Context: an optimization exercise on an open-source flow, tuned for small area. The choices shown serve that exercise and are no tape-out recipe.
The RTL was checked by simulation tests, not by an equivalence proof against the original design.
The clock port is modelled as an ideal driver, which makes a skipped or thinned clock tree look cheaper than it is; a real chip needs a root buffer or a tree.
No activity file was given, so power comes from the tool's default toggle rates.

==> inputs of job 8260 <==
==> flow/design.v (excerpt) <==
module game (
    input CLK,
    input RST,
    output LED_R0,
    output LED_R1,
    output LED_R2,
    output LED_R3,
    output LED_R4,
    output LED_R5,
    output LED_R6,
    output LED_R7,
    output LED_C0,
    output LED_C1,
    output LED_C2,
    output LED_C3,
    input BTN_1,
    input BTN_2,
    input BTN_RST
    );
==> module game, before the edit <==
module game (
    input CLK,
    input RST,
    output LED_R0,
    output LED_R1,
    output LED_R2,
    output LED_R3,
    output LED_R4,
    output LED_R5,
    output LED_R6,
    output LED_R7,
    output LED_C0,
    output LED_C1,
    output LED_C2,
    output LED_C3,
    input BTN_1,
    input BTN_2,
    input BTN_RST
    );
    reg        RUN;
    reg [2:0]  BASKET;
    reg [3:0]  SH1, SH2, SHR;    
    reg        IN1, IN2, INR;    
    wire nobask  = (BASKET == 3'd7);
    wire running = RUN & ~nobask;
    wire blank   = RUN & nobask;
    reg [2:0]  UP;
    reg [9:0]  LOW;
    wire low0    = (LOW[8:0] == 9'd0);
    wire low_end = low0 & LOW[9];
    wire tick    = low0 & ~LOW[9] & (UP == 3'd0);
    wire [1:0] row = UP[1:0];
    reg [5:0]  NUM;          
    reg [1:0]  EROW;         
    localparam [63:0] XTAB0 = 64'h1db3de7f6f656919;
    localparam [63:0] XTAB1 = 64'h936a3140d8d7dd95;
    localparam [63:0] XTAB2 = 64'h5adf29e0b4bc335f;
    wire [2:0] EGG_X = {XTAB2[NUM], XTAB1[NUM], XTAB0[NUM]};
    wire press1 = SH1[3] & ~SH1[2];      
    wire press2 = SH2[3] & ~SH2[2];      
    wire start  = SHR[3] & ~SHR[2] & ~RUN;
    wire caught = |((8'd1 << EGG_X) & (8'd3 << BASKET));
    wire lost   = running & tick & (EROW == 2'd2) & ~caught;
    always @(posedge CLK) begin
        IN1 <= BTN_1;
        IN2 <= BTN_2;
        INR <= BTN_RST;
        if (RST) begin
            RUN <= 1'b1;
            BASKET <= 3'd7;
            UP <= 3'd7;
            LOW <= 10'h200;
            SH1[2:0] <= 3'h7;
            SH2[2:0] <= 3'h7;
            SHR[2:0] <= 3'h7;
        end else begin
            LOW <= {LOW[8:0], LOW[9] ^ LOW[6] ^ low0};
            UP <= UP + {2'd0, low_end};
            RUN <= (running & ~lost) | start;
            if (running) begin
                SH1 <= {SH1[2:0], IN1};
                SH2 <= {SH2[2:0], IN2};
            end
            if (~RUN)
                SHR <= {SHR[2:0], INR};
        end
        if (~RST) begin
            if (start)
                BASKET <= 3'd3;
            else if (running) begin
                if (press2 & (BASKET != 3'd6))
                    BASKET <= BASKET + 3'd1;
                else if (press1 & (BASKET != 3'd0))
                    BASKET <= BASKET - 3'd1;
            end else
                BASKET <= 3'd7;
        end
        if (start) begin
            NUM <= 6'd0;
            EROW <= 2'd3;
        end else if (running) begin
            if (tick) begin
                EROW <= EROW + 2'd1;
                if (EROW == 2'd2)
                    NUM <= NUM + 6'd1;
            end
        end
    end
    wire       egg_on  = running & (row != 2'd3) & (row == EROW);
    wire       bask_on = ~nobask & (row == 2'd3);
    wire       show     = egg_on | bask_on;
    wire [2:0] pos      = bask_on ? BASKET : EGG_X;
    wire [7:0] pos_row  = 8'd1 << pos;
    wire [7:0] LED_R = ~({8{show}} & (pos_row | ({8{bask_on}} & {pos_row[6:0], 1'b0})));
    wire [3:0] LED_C = blank ? 4'hF : ~(4'd1 << row);
    assign {LED_R7, LED_R6, LED_R5, LED_R4, LED_R3, LED_R2, LED_R1, LED_R0} = LED_R;
    assign {LED_C0, LED_C1, LED_C2, LED_C3} = LED_C;
endmodule
export LEC_CHECK = 0
export CAP_MARGIN = 20
export CORE_MARGIN = 2
export CORE_UTILIZATION = 40
export SLEW_MARGIN = 20
create_clock -name core_clock -period 10.0 [get_ports {CLK}]
standard.sh (not shown) runs the stock make flow with config.mk's settings and CLKGATE_MAP_FILE= SYNTH_SCRIPT=/design/flow/synth_recipe.tcl, a recipe that flattens the netlist after the stock synthesis.
==> flow/flow/run.sh <==
#!/bin/bash
# Standard ORFS layout, except that:
#  - the combinational logic of the standard synthesis netlist is re-mapped by
#    ABC for area (each script of flow/scripts.txt is tried, the smallest
#    result that is proven equivalent is kept); registers are left as the
#    standard synthesis made them;
#  - ports are buffered with the smallest buffer;
#  - the clock tree is four clock buffers, one per cluster of registers,
#    driven by the clock port (pre_cts.tcl, post_cts.tcl).
set -euo pipefail
W=$PWD
R=$W/orfs/results/$FLOW_PLATFORM/game/base
LIB=$FLOW_HOME/platforms/$FLOW_PLATFORM/lib/sky130_fd_sc_hd__tt_025C_1v80.lib

# 1. standard synthesis (netlist only)
bash standard.sh $R/1_2_yosys.v > $W/1_standard_synth.log 2>&1
cp $R/1_2_yosys.v $W/standard_1_2_yosys.v

# 2. area re-mapping of the combinational logic; same don't-use cells as ORFS
export REOPT_LIB=$LIB REOPT_IN=$W/standard_1_2_yosys.v FLOW_TOP
export REOPT_DONT_USE=$(grep -o -- '-dont_use [A-Za-z0-9_]*' $W/orfs/logs/$FLOW_PLATFORM/game/base/1_2_yosys.log | sort -u | tr '\n' ' ')
mkdir -p $W/reopt
awk -v d=$W/reopt 'BEGIN{n=0; f=sprintf("%s/s%03d.abc",d,n)} /^#/{close(f); n++; f=sprintf("%s/s%03d.abc",d,n); next} {print > f}' $W/flow/scripts.txt
ls $W/reopt/s*.abc | xargs -P ${NUM_CORES:-4} -I{} bash -c \
  'REOPT_SCRIPT={} REOPT_OUT={}.v yosys -c '$W'/flow/reopt.tcl > {}.log 2>&1 || true'
for s in $W/reopt/s*.abc; do
  a=$( (grep "Chip area" $s.log 2>/dev/null || true) | tail -1 | awk '{print $NF}')
  if [[ -n "$a" && -s $s.v ]]; then echo "$a $(basename $s .abc)"; fi
done | sort -k1,1n -k2,2 > $W/2_reopt_areas.txt
# keep the smallest result that is proven equivalent to the standard netlist
best=""
while read -r a n; do
  if EQ_GOLD=$W/standard_1_2_yosys.v EQ_GATE=$W/reopt/$n.abc.v \
       timeout 300 yosys -c $W/flow/eqchk.tcl > $W/reopt/$n.eq.log 2>&1; then
    best=$n; break
  fi
done < $W/2_reopt_areas.txt
if [[ -n "$best" ]]; then
  echo "chosen $best" >> $W/2_reopt_areas.txt
  cp $W/reopt/$best.abc.v $R/1_2_yosys.v
  cat $W/reopt/$best.abc.log $W/reopt/$best.eq.log > $W/2_reopt_best.log
  touch $R/1_2_yosys.v
fi

# 3. the rest of the standard flow
export BUFFER_PORTS_ARGS="-buffer_cell sky130_fd_sc_hd__buf_1"
export CTS_ARGS="-clk_nets CLK -repair_clock_nets -dont_use_dummy_load"
export PRE_CTS_TCL=$W/flow/pre_cts.tcl
export POST_CTS_TCL=$W/flow/post_cts.tcl
bash standard.sh > $W/3_standard_layout.log 2>&1
==> flow/flow/eqchk.tcl <==
# Check that a re-mapped netlist does what the standard synthesis netlist does.
# Only ports and register instances (same names in both) are paired.
set lib $::env(REOPT_LIB)
yosys read_liberty -ignore_miss_func $lib
yosys read_verilog $::env(EQ_GOLD)
yosys rename $::env(FLOW_TOP) eq_gold
yosys read_verilog $::env(EQ_GATE)
yosys rename $::env(FLOW_TOP) eq_gate
yosys hierarchy -check
foreach m {eq_gold eq_gate} {
  yosys rename -hide $m/w:* $m/x:* %d
  yosys rename -hide $m/c:* $m/t:sky130_fd_sc_hd__*df* %d
}
yosys flatten eq_gold eq_gate
yosys opt_clean
yosys equiv_make eq_gold eq_gate eq_miter
yosys hierarchy -top eq_miter
yosys equiv_simple -seq 2
yosys equiv_induct
yosys equiv_status -assert
==> flow/flow/manclk.tcl <==
# Drive the register clock pins from a few clock buffers, one per cluster of
# registers (k-means on their positions), each placed at its cluster's centre.
proc manual_clock_buffers { master_name nbuf } {
  set block [ord::get_db_block]
  set net [$block findNet CLK]
  set master [[ord::get_db] findMaster $master_name]
  set its {}
  foreach it [$net getITerms] {
    set loc [[$it getInst] getLocation]
    lappend its [list $it [lindex $loc 0] [lindex $loc 1]]
  }
  set its [lsort -real -index 1 $its]
  set n [llength $its]
  # initial centres: spread along x
  set cx {}; set cy {}
  for {set k 0} {$k < $nbuf} {incr k} {
    set e [lindex $its [expr {int(($k + 0.5) * $n / $nbuf)}]]
    lappend cx [lindex $e 1]; lappend cy [lindex $e 2]
  }
  for {set iter 0} {$iter < 20} {incr iter} {
    set asg {}
    foreach e $its {
      set best 0; set bd 1e30
      for {set k 0} {$k < $nbuf} {incr k} {
        set d [expr {abs([lindex $e 1] - [lindex $cx $k]) + abs([lindex $e 2] - [lindex $cy $k])}]
        if {$d < $bd} {set bd $d; set best $k}
      }
      lappend asg $best
    }
    set ncx {}; set ncy {}
    for {set k 0} {$k < $nbuf} {incr k} {
      set sx 0; set sy 0; set m 0
      foreach e $its a $asg { if {$a == $k} { set sx [expr {$sx + [lindex $e 1]}]; set sy [expr {$sy + [lindex $e 2]}]; incr m } }
      if {$m > 0} { lappend ncx [expr {$sx / $m}]; lappend ncy [expr {$sy / $m}] } else { lappend ncx [lindex $cx $k]; lappend ncy [lindex $cy $k] }
    }
    set cx $ncx; set cy $ncy
  }
  for {set k 0} {$k < $nbuf} {incr k} {
    set inst [odb::dbInst_create $block $master clkbuf_manual_$k]
    set newnet [odb::dbNet_create $block clknet_manual_$k]
    $newnet setSigType CLOCK
    set m 0
    foreach e $its a $asg {
      if {$a == $k} { set it [lindex $e 0]; $it disconnect; $it connect $newnet; incr m }
    }
    [$inst findITerm A] connect $net
    [$inst findITerm X] connect $newnet
    $inst setLocation [expr {int([lindex $cx $k])}] [expr {int([lindex $cy $k])}]
    $inst setPlacementStatus PLACED
    puts "manual clock buffer $k ($master_name) drives $m clock pins"
  }
}

# Remove the buffers that clock_tree_synthesis put on the clock port's net, so
# that the port drives the manual clock buffers directly.
proc remove_port_clock_buffers { } {
  set block [ord::get_db_block]
  set clk [$block findNet CLK]
  set removed 0
  foreach inst [$block getInsts] {
    set name [$inst getName]
    if {![string match "clkbuf_*_CLK" $name] && ![string match "clkbuf_*_f_CLK" $name]} { continue }
    set out [[$inst findITerm X] getNet]
    [$inst findITerm A] disconnect
    [$inst findITerm X] disconnect
    if {$out != "NULL"} {
      foreach it [$out getITerms] { $it disconnect; $it connect $clk }
      odb::dbNet_destroy $out
    }
    odb::dbInst_destroy $inst
    incr removed
  }
  puts "removed $removed clock tree buffers from the port's net"
}
==> flow/flow/post_cts.tcl <==
# clock_tree_synthesis (run on the port's net only) buffers the port's net
# to the four clock buffers; remove those buffers again.
source [file join [file dirname [info script]] manclk.tcl]
remove_port_clock_buffers
==> flow/flow/pre_cts.tcl <==
# Clock tree: the clock port drives four clock buffers, each driving the
# registers of one cluster (see manclk.tcl).
source [file join [file dirname [info script]] manclk.tcl]
manual_clock_buffers sky130_fd_sc_hd__clkbuf_4 4
Other scripts of this flow, unchanged in this note and not shown: flow/flow/reopt.tcl, flow/flow/scripts.txt
==> job 6705: changes against job 8260 <==
--- a/flow/design.v
+++ b/flow/design.v
@@ -17,13 +17,12 @@
     input BTN_2,
     input BTN_RST
     );
-    reg        RUN;
-    reg [2:0]  BASKET;
+    reg        RUN, VIS;
+    reg [2:0]  BASKET;       
     reg [3:0]  SH1, SH2, SHR;    
     reg        IN1, IN2, INR;    
-    wire nobask  = (BASKET == 3'd7);
-    wire running = RUN & ~nobask;
-    wire blank   = RUN & nobask;
+    wire running = RUN & VIS;
+    wire blank   = RUN & ~VIS;
     reg [2:0]  UP;
     reg [9:0]  LOW;
     wire low0    = (LOW[8:0] == 9'd0);
@@ -40,14 +39,14 @@
     wire press2 = SH2[3] & ~SH2[2];      
     wire start  = SHR[3] & ~SHR[2] & ~RUN;
     wire caught = |((8'd1 << EGG_X) & (8'd3 << BASKET));
-    wire lost   = running & tick & (EROW == 2'd2) & ~caught;
+    wire lost   = running & tick & (EROW == 2'd3) & ~caught;
     always @(posedge CLK) begin
         IN1 <= BTN_1;
         IN2 <= BTN_2;
         INR <= BTN_RST;
         if (RST) begin
             RUN <= 1'b1;
-            BASKET <= 3'd7;
+            VIS <= 1'b0;
             UP <= 3'd7;
             LOW <= 10'h200;
             SH1[2:0] <= 3'h7;
@@ -57,6 +56,7 @@
             LOW <= {LOW[8:0], LOW[9] ^ LOW[6] ^ low0};
             UP <= UP + {2'd0, low_end};
             RUN <= (running & ~lost) | start;
+            VIS <= running | start;
             if (running) begin
                 SH1 <= {SH1[2:0], IN1};
                 SH2 <= {SH2[2:0], IN2};
@@ -64,30 +64,24 @@
             if (~RUN)
                 SHR <= {SHR[2:0], INR};
         end
-        if (~RST) begin
-            if (start)
-                BASKET <= 3'd3;
-            else if (running) begin
-                if (press2 & (BASKET != 3'd6))
-                    BASKET <= BASKET + 3'd1;
-                else if (press1 & (BASKET != 3'd0))
-                    BASKET <= BASKET - 3'd1;
-            end else
-                BASKET <= 3'd7;
-        end
         if (start) begin
+            BASKET <= 3'd3;
             NUM <= 6'd0;
-            EROW <= 2'd3;
+            EROW <= 2'd0;
         end else if (running) begin
+            if (press2 & (BASKET != 3'd6))
+                BASKET <= BASKET + 3'd1;
+            else if (press1 & (BASKET != 3'd0))
+                BASKET <= BASKET - 3'd1;
             if (tick) begin
                 EROW <= EROW + 2'd1;
-                if (EROW == 2'd2)
+                if (EROW == 2'd3)
                     NUM <= NUM + 6'd1;
             end
         end
     end
-    wire       egg_on  = running & (row != 2'd3) & (row == EROW);
-    wire       bask_on = ~nobask & (row == 2'd3);
+    wire       egg_on  = running & (EROW != 2'd0) & (row == EROW - 2'd1);
+    wire       bask_on = VIS & (row == 2'd3);
     wire       show     = egg_on | bask_on;
     wire [2:0] pos      = bask_on ? BASKET : EGG_X;
     wire [7:0] pos_row  = 8'd1 << pos;
--- a/flow/flow/run.sh
+++ b/flow/flow/run.sh
@@ -5,8 +5,7 @@
 #    result that is proven equivalent is kept); registers are left as the
 #    standard synthesis made them;
 #  - ports are buffered with the smallest buffer;
-#  - the clock tree is four clock buffers, one per cluster of registers,
-#    driven by the clock port (pre_cts.tcl, post_cts.tcl).
+#  - clock tree synthesis uses no dummy loads.
 set -euo pipefail
 W=$PWD
 R=$W/orfs/results/$FLOW_PLATFORM/game/base
@@ -31,7 +30,7 @@
 best=""
 while read -r a n; do
   if EQ_GOLD=$W/standard_1_2_yosys.v EQ_GATE=$W/reopt/$n.abc.v \
-       timeout 300 yosys -c $W/flow/eqchk.tcl > $W/reopt/$n.eq.log 2>&1; then
+       yosys -c $W/flow/eqchk.tcl > $W/reopt/$n.eq.log 2>&1; then
     best=$n; break
   fi
 done < $W/2_reopt_areas.txt
@@ -44,7 +43,5 @@
 
 # 3. the rest of the standard flow
 export BUFFER_PORTS_ARGS="-buffer_cell sky130_fd_sc_hd__buf_1"
-export CTS_ARGS="-clk_nets CLK -repair_clock_nets -dont_use_dummy_load"
-export PRE_CTS_TCL=$W/flow/pre_cts.tcl
-export POST_CTS_TCL=$W/flow/post_cts.tcl
+export CTS_ARGS="-sink_clustering_enable -repair_clock_nets -dont_use_dummy_load"
 bash standard.sh > $W/3_standard_layout.log 2>&1
==> flow/flow/eqchk.tcl (replaced) <==
# Check that a re-mapped netlist does what the standard synthesis netlist does
# (registers are paired by name).
set lib $::env(REOPT_LIB)
yosys read_liberty -ignore_miss_func $lib
yosys read_verilog $::env(EQ_GOLD)
yosys rename $::env(FLOW_TOP) eq_gold
yosys read_verilog $::env(EQ_GATE)
yosys rename $::env(FLOW_TOP) eq_gate
yosys hierarchy -check
yosys flatten eq_gold eq_gate
yosys opt_clean
yosys equiv_make eq_gold eq_gate eq_miter
yosys hierarchy -top eq_miter
yosys equiv_simple -seq 2
yosys equiv_induct
yosys equiv_status -assert
removed: flow/flow/manclk.tcl
removed: flow/flow/post_cts.tcl
removed: flow/flow/pre_cts.tcl
==> results.txt <==
gr usage total between 15 and 20%; Non-Filler Instances 303; Peak VDD IR 0.0942 mV; crit path time final 5.11 ns; Post-DP Area 1940 µm²; full die area 5090 µm²; status no timing/DRC/antenna violations; worst hold margin 0.422 ns; internal power 0.000221 W
Source of the figures above: job 8260

==> results.txt <==
status no timing/DRC/antenna violations; Non-Filler Instances 304; Peak VDD IR 0.0953 mV; gr usage total 15.1%; crit path time final 5.44 ns; Post-DP Area approximately 2000 µm²
Source of the figures above: job 6705

In job 8260 the design's own scripts or RTL, not TritonCTS, make the clock network.

## static timing again, ports no longer ideal
Ports are ideal in the flow. The routed layouts listed here were re-timed in OpenROAD.
Step 1, drivers: a clkbuf_16 drives CLK and a buf_2 each remaining input, both assumed.
Step 2 moves the port delays by t, midway between the first and last clock arrival at a register: inputs arrive t later, outputs are due t later. That takes back most of the time a late clock gives input paths.
Slacks: no drivers / after step 1 / after step 2; pairs: no drivers / after step 1.
| run | t (ns) | setup WS [ns] | hold slack, ns | worst register clock-pin slew, ns | pins driven straight from the clock port |
|---|---|---|---|---|---|
| job 8260 | 0.201 | 4.891 / 4.848 / 5.049 | 0.422 / 0.422 / 0.422 | 0.10 / 0.10 | 4 |
| job 6705 | 0.308 | 4.563 / 4.538 / 4.846 | 0.422 / 0.422 / 0.422 | 0.08 / 0.08 | 1 |
After both steps every run listed still meets setup and hold.
